Source: an optimization exercise on an open RTL-to-GDS flow (aim: small area, a short achievable clock period and few clock cycles per item). Production flows keep margins and buffers that such runs may drop.
RTL that was checked went through simulation tests only; none was proved equivalent to the original.

== v13 ==
==> flow/design.v (excerpt) <==
module ysyx_23060136_EXU_DIV(
        input                 clk           ,
        input                 rst           ,
        input         [63:0]  dividend      ,
        input         [63:0]  divisor       ,
        input                 div_valid     ,
        input                 divw          ,
        input                 div_signed    ,
        output                div_ready     ,
        output                div_out_valid ,
        output        [63:0]  quotient      ,
        output        [63:0]  remainder
 );
    localparam [2:0] S_IDLE  = 3'd0,
                     S_PREP  = 3'd1,
                     S_ITER  = 3'd2,
                     S_CORR  = 3'd3,
                     S_REST  = 3'd4,
                     S_DONE  = 3'd5;
    wire        sa_in = div_signed & (divw ? dividend[31] : dividend[63]);
    wire        sb_in = div_signed & (divw ? divisor[31]  : divisor[63]);
    wire        qn_in = sa_in ^ sb_in;
    wire [64:0] a_ext = divw ? {{33{sa_in}}, dividend[31:0]} : {sa_in, dividend};
    wire [65:0] b_ext = divw ? {{34{sb_in}}, divisor[31:0]}  : {{2{sb_in}}, divisor};
    wire [6:0]  lza, lzb;
    ysyx_23060136_EXU_DIV_lzc u_lza (.x(a_ext[63:0] ^ {64{sa_in}}), .z(lza));
    ysyx_23060136_EXU_DIV_lzc u_lzb (.x(b_ext[63:0] ^ {64{sb_in}}), .z(lzb));
    wire [5:0]  lzbc  = lzb[5:0] | {6{lzb[6]}};
    wire        dz_in = lzb[6] & ~sb_in;                     
    wire [63:0] q_ones = divw ? (qn_in ? 64'hffffffff00000001 : 64'h00000000ffffffff)
                              : (qn_in ? 64'h0000000000000001 : 64'hffffffffffffffff);
    logic [2:0]  state;
    logic [65:0] R;          
    logic [65:0] D;          
    logic [63:0] Q;
    logic [5:0]  cnt;
    logic [6:0]  lza_r;
    logic [6:0]  lzb_r;      
    logic        dz;         
    logic        sa, qneg;
    logic        sub;        
    wire [65:0] y    = D ^ {66{sub}};
    wire        cin  = sub;
    wire [65:0] sum;
    ysyx_23060136_EXU_DIV_add u_add (.a(R), .b(y), .cin(cin), .s(sum));
    wire [65:0] cpre = {R[64:0] | y[64:0], cin};
    wire        zero = &(~(R ^ y ^ cpre));
    wire        acc  = sa ? (sum[65] | zero) : ~sum[65];
    wire        sub_n = acc ^ qneg;
    wire [5:0]  dd   = lzb_r[5:0] - lza_r[5:0];
  ...
Size in the first run: ~220 flip-flops, about 21000 um2 of cells after synthesis.
==> flow/config.mk <==
export PLATFORM = sky130hd
export DESIGN_NAME = ysyx_23060136_EXU_DIV
export DESIGN_NICKNAME = ysyx_23060136_EXU_DIV
export VERILOG_FILES = /design/flow/design.v
export SDC_FILE = /design/flow/constraint.sdc
export NUM_CORES = 4
export LEC_CHECK = 0
export CAP_MARGIN = 20
export CORE_MARGIN = 2
export CORE_UTILIZATION = 40
export SETUP_SLACK_MARGIN = 2.2
export SLEW_MARGIN = 20
==> flow/constraint.sdc <==
create_clock -name core_clock -period 6.5 [get_ports {clk}]
set_input_delay 1.3000 -clock core_clock [delete_from_list [all_inputs] [get_ports {clk}]]
set_output_delay 1.3000 -clock core_clock [all_outputs]
set_load 0.01 [all_outputs]
standard.sh (not shown) runs the stock make flow with config.mk's settings and CLKGATE_MAP_FILE= SYNTH_SCRIPT=/design/flow/synth_recipe.tcl, a recipe that flattens the netlist after the stock synthesis.
==> flow/flow/run.sh <==
#!/bin/bash
# Standard layout, with plain buffers (sky130_fd_sc_hd__buf_1) on the ports
# instead of the delay buffers buffer_ports picks by default.
set -euo pipefail
export BUFFER_PORTS_ARGS="-buffer_cell sky130_fd_sc_hd__buf_1"
bash standard.sh > standard_flow.log 2>&1
v13 went all the way through the flow, and no timing, DRC or antenna check failed.
Here is what was changed in the inputs of v2 compared with v13.
Settings: swapping 40 for 60 in CORE_UTILIZATION; swapping 2.2 for 2.0 in SETUP_SLACK_MARGIN.
==> flow/run.sh (new file) <==
#!/bin/bash
# synth_recipe.tcl (not shown) runs the flow's synth.tcl, then flattens the netlist and writes it again
# the make line also repeats each setting of config.mk as NAME=value (left out here)
make -C /OpenROAD-flow-scripts/flow DESIGN_CONFIG=/design/flow/config.mk WORK_HOME=/design/flow/orfs CLKGATE_MAP_FILE= SYNTH_SCRIPT=/design/flow/synth_recipe.tcl finish
removed: flow/flow/run.sh
removed: flow/standard.sh
--- outcome ---
v2 closes out successfully: all stages finished, all timing, DRC and antenna checks passed.
Between v13 and v2, the difference in final setup violation count is negligible.
Delta (v2 minus v13): sequential share of layout area saw a decrease, total routing usage reported by global routing now larger.
Changes in v25 relative to v2:
Settings: CORE_UTILIZATION changed from 60 to 40.
Findings:
No stage failed in v25, and the final checks on the layout all came back clean. Compared with v2, v25 shows a routing usage on met3 that is 6.1 points lower. v25 leaves more setup margin than v2. met5 as the top metal layer carrying routed signals was reported by v2, and met4 by v25. Taking v2 as the reference, in v25 wire length went up 3.4%; post-layout minimum cycle time has decreased; met2 track utilization from global routing now sits lower. Number of failing setup endpoints in the final timing report came out exactly the same in v2 and v25.
What v58 does differently from v25 at the input level:
==> flow/flow/run.sh (new file) <==
#!/bin/bash
# Standard layout, with plain buffers (sky130_fd_sc_hd__buf_1) on the ports
# instead of the delay buffers buffer_ports picks by default.
set -euo pipefail
export BUFFER_PORTS_ARGS="-buffer_cell sky130_fd_sc_hd__buf_1"
bash standard.sh > standard_flow.log 2>&1
==> flow/standard.sh (new file) <==
#!/bin/bash
# synth_recipe.tcl (not shown) runs the flow's synth.tcl, then flattens the netlist and writes it again
# the make line also repeats each setting of config.mk as NAME=value (left out here)
make -C /OpenROAD-flow-scripts/flow DESIGN_CONFIG=/design/flow/config.mk WORK_HOME=/design/flow/orfs CLKGATE_MAP_FILE= SYNTH_SCRIPT=/design/flow/synth_recipe.tcl "${@:-finish}"
removed: flow/run.sh
==> comparison <==
v58: no failed stages, no open violations at the end. Per the comparison of v58 with v25, maximum single-stage delay on the critical path fell 0.07 ns, layout overhead on the synthesized area fell 12 points, total buffers and inverters traversed by the critical path fell 1.
No functional check of the RTL was part of any run of this note.

* * *

run A:
ysyx_23060136_EXU_DIV, a different RTL version from the one above (not shown whole).
Size: ~2600 cells after synthesis, about 220 flip-flops, about 260 I/O pins.
clock: 6.5 ns
lec_check: 0
cap_margin: 20
core_margin: 2
core_utilization: 40
gpl_routability_driven: 0
setup_slack_margin: 2.6
slew_margin: 20
==> flow/flow/run.sh <==
#!/bin/bash
# Standard layout, with plain buffers (sky130_fd_sc_hd__buf_1) on the ports
# instead of the delay buffers buffer_ports picks by default.
set -euo pipefail
export BUFFER_PORTS_ARGS="-buffer_cell sky130_fd_sc_hd__buf_1"
bash standard.sh > standard_flow.log 2>&1
Run A | status: complete | timing, DRC, antenna: pass
Input changes introduced in run B (baseline for comparison: run A):
- SETUP_SLACK_MARGIN: 2.6 -> 2.0
## What came out
Synthesis-to-finish area growth, run A and run B: lower on run B. Largest buffer count on any clock path came out exactly the same in run A and run B. Against run A, run B reports a wire length that is lower. Looking at critical path launch point, the dividend[31] result is from run B; the sub$_DFFE_PP_ one comes from run A. Fmax | run B vs run A | run B slower. The post-detailed-placement cell area of run B and that of run A are within noise of each other. Run A → run B: share of flip-flops with an asynchronous set or reset roughly the same; number of vias after detailed routing shrank by 3.7%; path length in cells of the critical path now sits lower. Between run B and run A, it is run B whose worst setup slack is lower, by 0.38 ns. Number of clock buffers inserted by TritonCTS on run B is down relative to run A.
Modified inputs, run C compared to run B
- SETUP_SLACK_MARGIN changed from 2.0 to 2.4
[summary]
In summary, run C completed successfully, with a layout that passed the timing, design-rule and antenna checks. Lower non-clock buffer contribution to total cell area was reported by run B, not run C. Run B has a lower worst path setup slack after routing than run C. Horizontal die dimension: run B vs run C — no meaningful difference. Compared with run B, run C shows a lower final critical path time including I/O delays and setup.
Inputs modified between run C and run D:
- SETUP_SLACK_MARGIN: 2.4 -> 2.0
- GPL_ROUTABILITY_DRIVEN: 0 -> unset
## What came out
Diff run C -> run D: wire length of the first global-routing pass increased 2600 um, fmax decreased 5.5%, post-placement cell area decreased about 0.32%, total wire length increased 2.2%. Taking run C as the reference, in run D via count now smaller.
No run of this note included a check of the RTL's function; only the layout flow was run.

* * *

The RTL this note starts from:
==> flow/design.v <==
module ysyx_23060136_EXU_DIV(
        input                 clk           ,
        input                 rst           ,
        input         [63:0]  dividend      ,
        input         [63:0]  divisor       ,
        input                 div_valid     ,
        input                 divw          ,
        input                 div_signed    ,
        output                div_ready     ,
        output                div_out_valid ,
        output        [63:0]  quotient      ,
        output        [63:0]  remainder
 );
    localparam [2:0] S_IDLE  = 3'd0,
                     S_PREP  = 3'd1,
                     S_ITER  = 3'd2,
                     S_CORR  = 3'd3,
                     S_REST  = 3'd4,
                     S_DONE  = 3'd5;
    wire        sa_in = div_signed & (divw ? dividend[31] : dividend[63]);
    wire        sb_in = div_signed & (divw ? divisor[31]  : divisor[63]);
    wire        qn_in = sa_in ^ sb_in;
    wire [64:0] a_ext = divw ? {{33{sa_in}}, dividend[31:0]} : {sa_in, dividend};
    wire [65:0] b_ext = divw ? {{34{sb_in}}, divisor[31:0]}  : {{2{sb_in}}, divisor};
    wire [6:0]  lza, lzb;
    ysyx_23060136_EXU_DIV_lzc u_lza (.x(a_ext[63:0] ^ {64{sa_in}}), .z(lza));
    ysyx_23060136_EXU_DIV_lzc u_lzb (.x(b_ext[63:0] ^ {64{sb_in}}), .z(lzb));
    wire [5:0]  lzbc  = lzb[5:0] | {6{lzb[6]}};
    wire        dz_in = lzb[6] & ~sb_in;                     
    wire [63:0] q_ones = divw ? (qn_in ? 64'hffffffff00000001 : 64'h00000000ffffffff)
                              : (qn_in ? 64'h0000000000000001 : 64'hffffffffffffffff);
    logic [2:0]  state;
    logic [65:0] R;          
    logic [65:0] D;          
    logic [63:0] Q;
    logic [5:0]  cnt;
    logic [6:0]  lza_r;
    logic [5:0]  lzb_r;
    logic        dz;         
    logic        sa, qneg;
    logic        sub;        
    wire [65:0] y    = D ^ {66{sub}};
    wire        cin  = sub;
    wire [65:0] sum;
    ysyx_23060136_EXU_DIV_add u_add (.a(R), .b(y), .cin(cin), .s(sum));
    wire [65:0] cpre = {R[64:0] | y[64:0], cin};
    wire        zero = &(~(R ^ y ^ cpre));
    wire        acc  = sa ? (sum[65] | zero) : ~sum[65];
    wire        sub_n = acc ^ qneg;
    wire [5:0]  dd   = lzb_r - lza_r[5:0] + {5'b0, sa};
    wire        early = dz | (({1'b0, lzb_r} + {6'b0, sa}) < lza_r);
    wire [65:0] d_sh = D << dd;
    wire        last = (cnt == 6'd0);
    always_ff @(posedge clk) begin
        if (rst) begin
            state <= S_IDLE;
        end
        else begin
            case (state)
            S_IDLE:  if (div_valid) state <= S_PREP;
            S_PREP:  state <= early ? S_IDLE : (acc ? S_ITER : (qneg ? S_REST : S_DONE));
            S_ITER:  if (last) state <= acc ? S_DONE : S_CORR;
            S_CORR:  state <= S_DONE;
            S_REST:  state <= S_DONE;
            default: state <= S_IDLE;
            endcase
        end
    end
    wire [65:0] a_ld = {a_ext[64], a_ext};
    always_ff @(posedge clk) begin
        case (state)
        S_PREP:         R <= qneg ? sum : a_ld;
        S_ITER, S_CORR: R <= sum;
        default:        R <= a_ld;
        endcase
    end
    always_ff @(posedge clk) begin
        case (state)
        S_PREP:  D <= d_sh;
        S_ITER:  D <= last ? b_ext : {D[65], D[65:1]};
        default: D <= b_ext;
        endcase
    end
    always_ff @(posedge clk) begin
        case (state)
        S_IDLE: begin
            Q     <= dz_in ? q_ones : 64'b0;
            lza_r <= lza;
            dz    <= dz_in;
            lzb_r <= lzbc;
            sa    <= sa_in;
            qneg  <= qn_in;
            sub   <= ~qn_in;
        end
        S_PREP: begin
            cnt <= dd;
            Q   <= {64{qneg}};
        end
        S_ITER: begin
            sub <= sub_n;
            Q   <= {Q[62:0], sub_n};
            cnt <= cnt - 6'd1;
        end
        S_REST: begin
            Q <= 64'b0;
        end
        default: ;
        endcase
    end
    assign div_ready     = (state == S_IDLE);
    assign div_out_valid = (state == S_DONE) | ((state == S_PREP) & early);
    assign quotient      = Q;
    assign remainder     = R[63:0];
endmodule
module ysyx_23060136_EXU_DIV_add(
        input         [65:0]  a,
        input         [65:0]  b,
        input                 cin,
        output        [65:0]  s
 );
    localparam N = 67;
    wire [N-1:0] g [0:7];
    wire [N-1:0] p [0:7];
    assign g[0] = {a & b, cin};
    assign p[0] = {a ^ b, 1'b0};
    genvar l, i;
    generate
        for (l = 0; l < 7; l = l + 1) begin : lv
            for (i = 0; i < N; i = i + 1) begin : bt
                if ((i >> l) & 1) begin : m
                    localparam integer J = ((i >> l) << l) - 1;
                    assign g[l+1][i] = g[l][i] | (p[l][i] & g[l][J]);
                    assign p[l+1][i] = p[l][i] & p[l][J];
                end
                else begin : t
                    assign g[l+1][i] = g[l][i];
                    assign p[l+1][i] = p[l][i];
                end
            end
        end
    endgenerate
    assign s = p[0][66:1] ^ g[7][65:0];
endmodule
module ysyx_23060136_EXU_DIV_lzc(
        input         [63:0]  x,
        output        [6:0]   z
 );
    wire [31:0]     v1;
    wire [31:0]     c1;
    wire [15:0]     v2;
    wire [15:0][1:0] c2;
    wire [7:0]      v3;
    wire [7:0][2:0] c3;
    wire [3:0]      v4;
    wire [3:0][3:0] c4;
    wire [1:0]      v5;
    wire [1:0][4:0] c5;
    genvar i;
    generate
        for (i = 0; i < 32; i = i + 1) begin : g1
            assign v1[i] = x[2*i+1] | x[2*i];
            assign c1[i] = ~x[2*i+1];
        end
        for (i = 0; i < 16; i = i + 1) begin : g2
            assign v2[i] = v1[2*i+1] | v1[2*i];
            assign c2[i] = v1[2*i+1] ? {1'b0, c1[2*i+1]} : {1'b1, c1[2*i]};
        end
        for (i = 0; i < 8; i = i + 1) begin : g3
            assign v3[i] = v2[2*i+1] | v2[2*i];
            assign c3[i] = v2[2*i+1] ? {1'b0, c2[2*i+1]} : {1'b1, c2[2*i]};
        end
        for (i = 0; i < 4; i = i + 1) begin : g4
            assign v4[i] = v3[2*i+1] | v3[2*i];
            assign c4[i] = v3[2*i+1] ? {1'b0, c3[2*i+1]} : {1'b1, c3[2*i]};
        end
        for (i = 0; i < 2; i = i + 1) begin : g5
            assign v5[i] = v4[2*i+1] | v4[2*i];
            assign c5[i] = v4[2*i+1] ? {1'b0, c4[2*i+1]} : {1'b1, c4[2*i]};
        end
    endgenerate
    assign z = (v5[1] | v5[0]) ? (v5[1] ? {2'b00, c5[1]} : {2'b01, c5[0]}) : 7'd64;
endmodule
make LEC_CHECK=0 CAP_MARGIN=20 CORE_MARGIN=2 CORE_UTILIZATION=40 SETUP_SLACK_MARGIN=2.4 SLEW_MARGIN=20 finish   # period 6.5 ns
run.sh (not shown) runs the stock make flow with config.mk's settings and CLKGATE_MAP_FILE= SYNTH_SCRIPT=/design/flow/synth_recipe.tcl, a recipe that flattens the netlist after the stock synthesis.
Stock flow here: none of the scripts above is used.
The baseline went through all stages and came out clean.
Testbench counts at the start, summed over its fixed seeds: cycles 10,303, items 960.
==> next run, changes <==
==> flow/flow/run.sh (new file) <==
#!/bin/bash
# Standard layout, with plain buffers (sky130_fd_sc_hd__buf_1) on the ports
# instead of the delay buffers buffer_ports picks by default.
set -euo pipefail
export BUFFER_PORTS_ARGS="-buffer_cell sky130_fd_sc_hd__buf_1"
bash standard.sh > standard_flow.log 2>&1
==> flow/standard.sh (new file) <==
#!/bin/bash
# synth_recipe.tcl (not shown) runs the flow's synth.tcl, then flattens the netlist and writes it again
# the make line also repeats each setting of config.mk as NAME=value (left out here)
make -C /OpenROAD-flow-scripts/flow DESIGN_CONFIG=/design/flow/config.mk WORK_HOME=/design/flow/orfs CLKGATE_MAP_FILE= SYNTH_SCRIPT=/design/flow/synth_recipe.tcl "${@:-finish}"
SETUP_SLACK_MARGIN = 2.0   (was 2.4)
removed: flow/run.sh
The new run completed without violations.
Worst hold slack is about the same.
Global-route usage drops by 0.96 points.
Register-to-register slack loses 0.13 ns.
Die area stays the same.
==> next run, changes <==
==> flow/run.sh (new file) <==
#!/bin/bash
# synth_recipe.tcl (not shown) runs the flow's synth.tcl, then flattens the netlist and writes it again
# the make line also repeats each setting of config.mk as NAME=value (left out here)
make -C /OpenROAD-flow-scripts/flow DESIGN_CONFIG=/design/flow/config.mk WORK_HOME=/design/flow/orfs CLKGATE_MAP_FILE= SYNTH_SCRIPT=/design/flow/synth_recipe.tcl finish
removed: flow/flow/run.sh
removed: flow/standard.sh
Effect: Synthesized cell count stays the same; setup slack gets worse by 0.030 ns; wire length climbs by 0.57%; cell count is about the same; critical path depth is unchanged.

[separate check: timing with driven ports]
Ports are ideal in the flow. The routed layouts listed here were re-timed in OpenROAD. Step 1 assumes that a clkbuf_16 drives the clock port and a buf_2 every other input. Step 2 also shifts input and output timing later by t, the mid clock arrival at the registers, as if the neighbouring blocks saw the same clock. a / b / c = no drivers / after step 1 / after step 2; a / b = the first two.
| run | t (ns) | setup WS [ns] | slew at the worst register clock pin (ns) | pins driven straight from the clock port |
|---|---|---|---|---|
| v13 | 0.635 | 2.072 / 2.072 / 1.680 | 0.07 / 0.07 | 1 |
| v2 | 0.609 | 1.843 / 1.843 / 1.434 | 0.07 / 0.07 | 1 |
| v25 | 0.649 | 2.014 / 2.014 / 1.482 | 0.07 / 0.07 | 1 |
| v58 | 0.631 | 2.026 / 2.026 / 1.563 | 0.07 / 0.07 | 1 |
| run A | 0.629 | 2.438 / 2.438 / 2.052 | 0.07 / 0.07 | 1 |
| run B | 0.619 | 2.058 / 2.082 / 1.463 | 0.07 / 0.07 | 1 |
| run C | 0.634 | 2.350 / 2.350 / 1.844 | 0.07 / 0.07 | 1 |
| run D | 0.637 | 2.108 / 2.108 / 1.602 | 0.07 / 0.07 | 1 |
| the first run of note 3 | 0.631 | 2.054 / 1.995 / 1.866 | 0.07 / 0.07 | 1 |
| the second run of note 3 | 0.643 | 2.017 / 2.017 / 1.653 | 0.07 / 0.07 | 1 |
| the third run of note 3 | 0.649 | 1.987 / 1.926 / 1.582 | 0.07 / 0.07 | 1 |
After both steps setup and hold are still met in every run listed. The setup slack of run B, which loses most, moves by +0.024 ns with the drivers and by -0.595 ns with both steps.
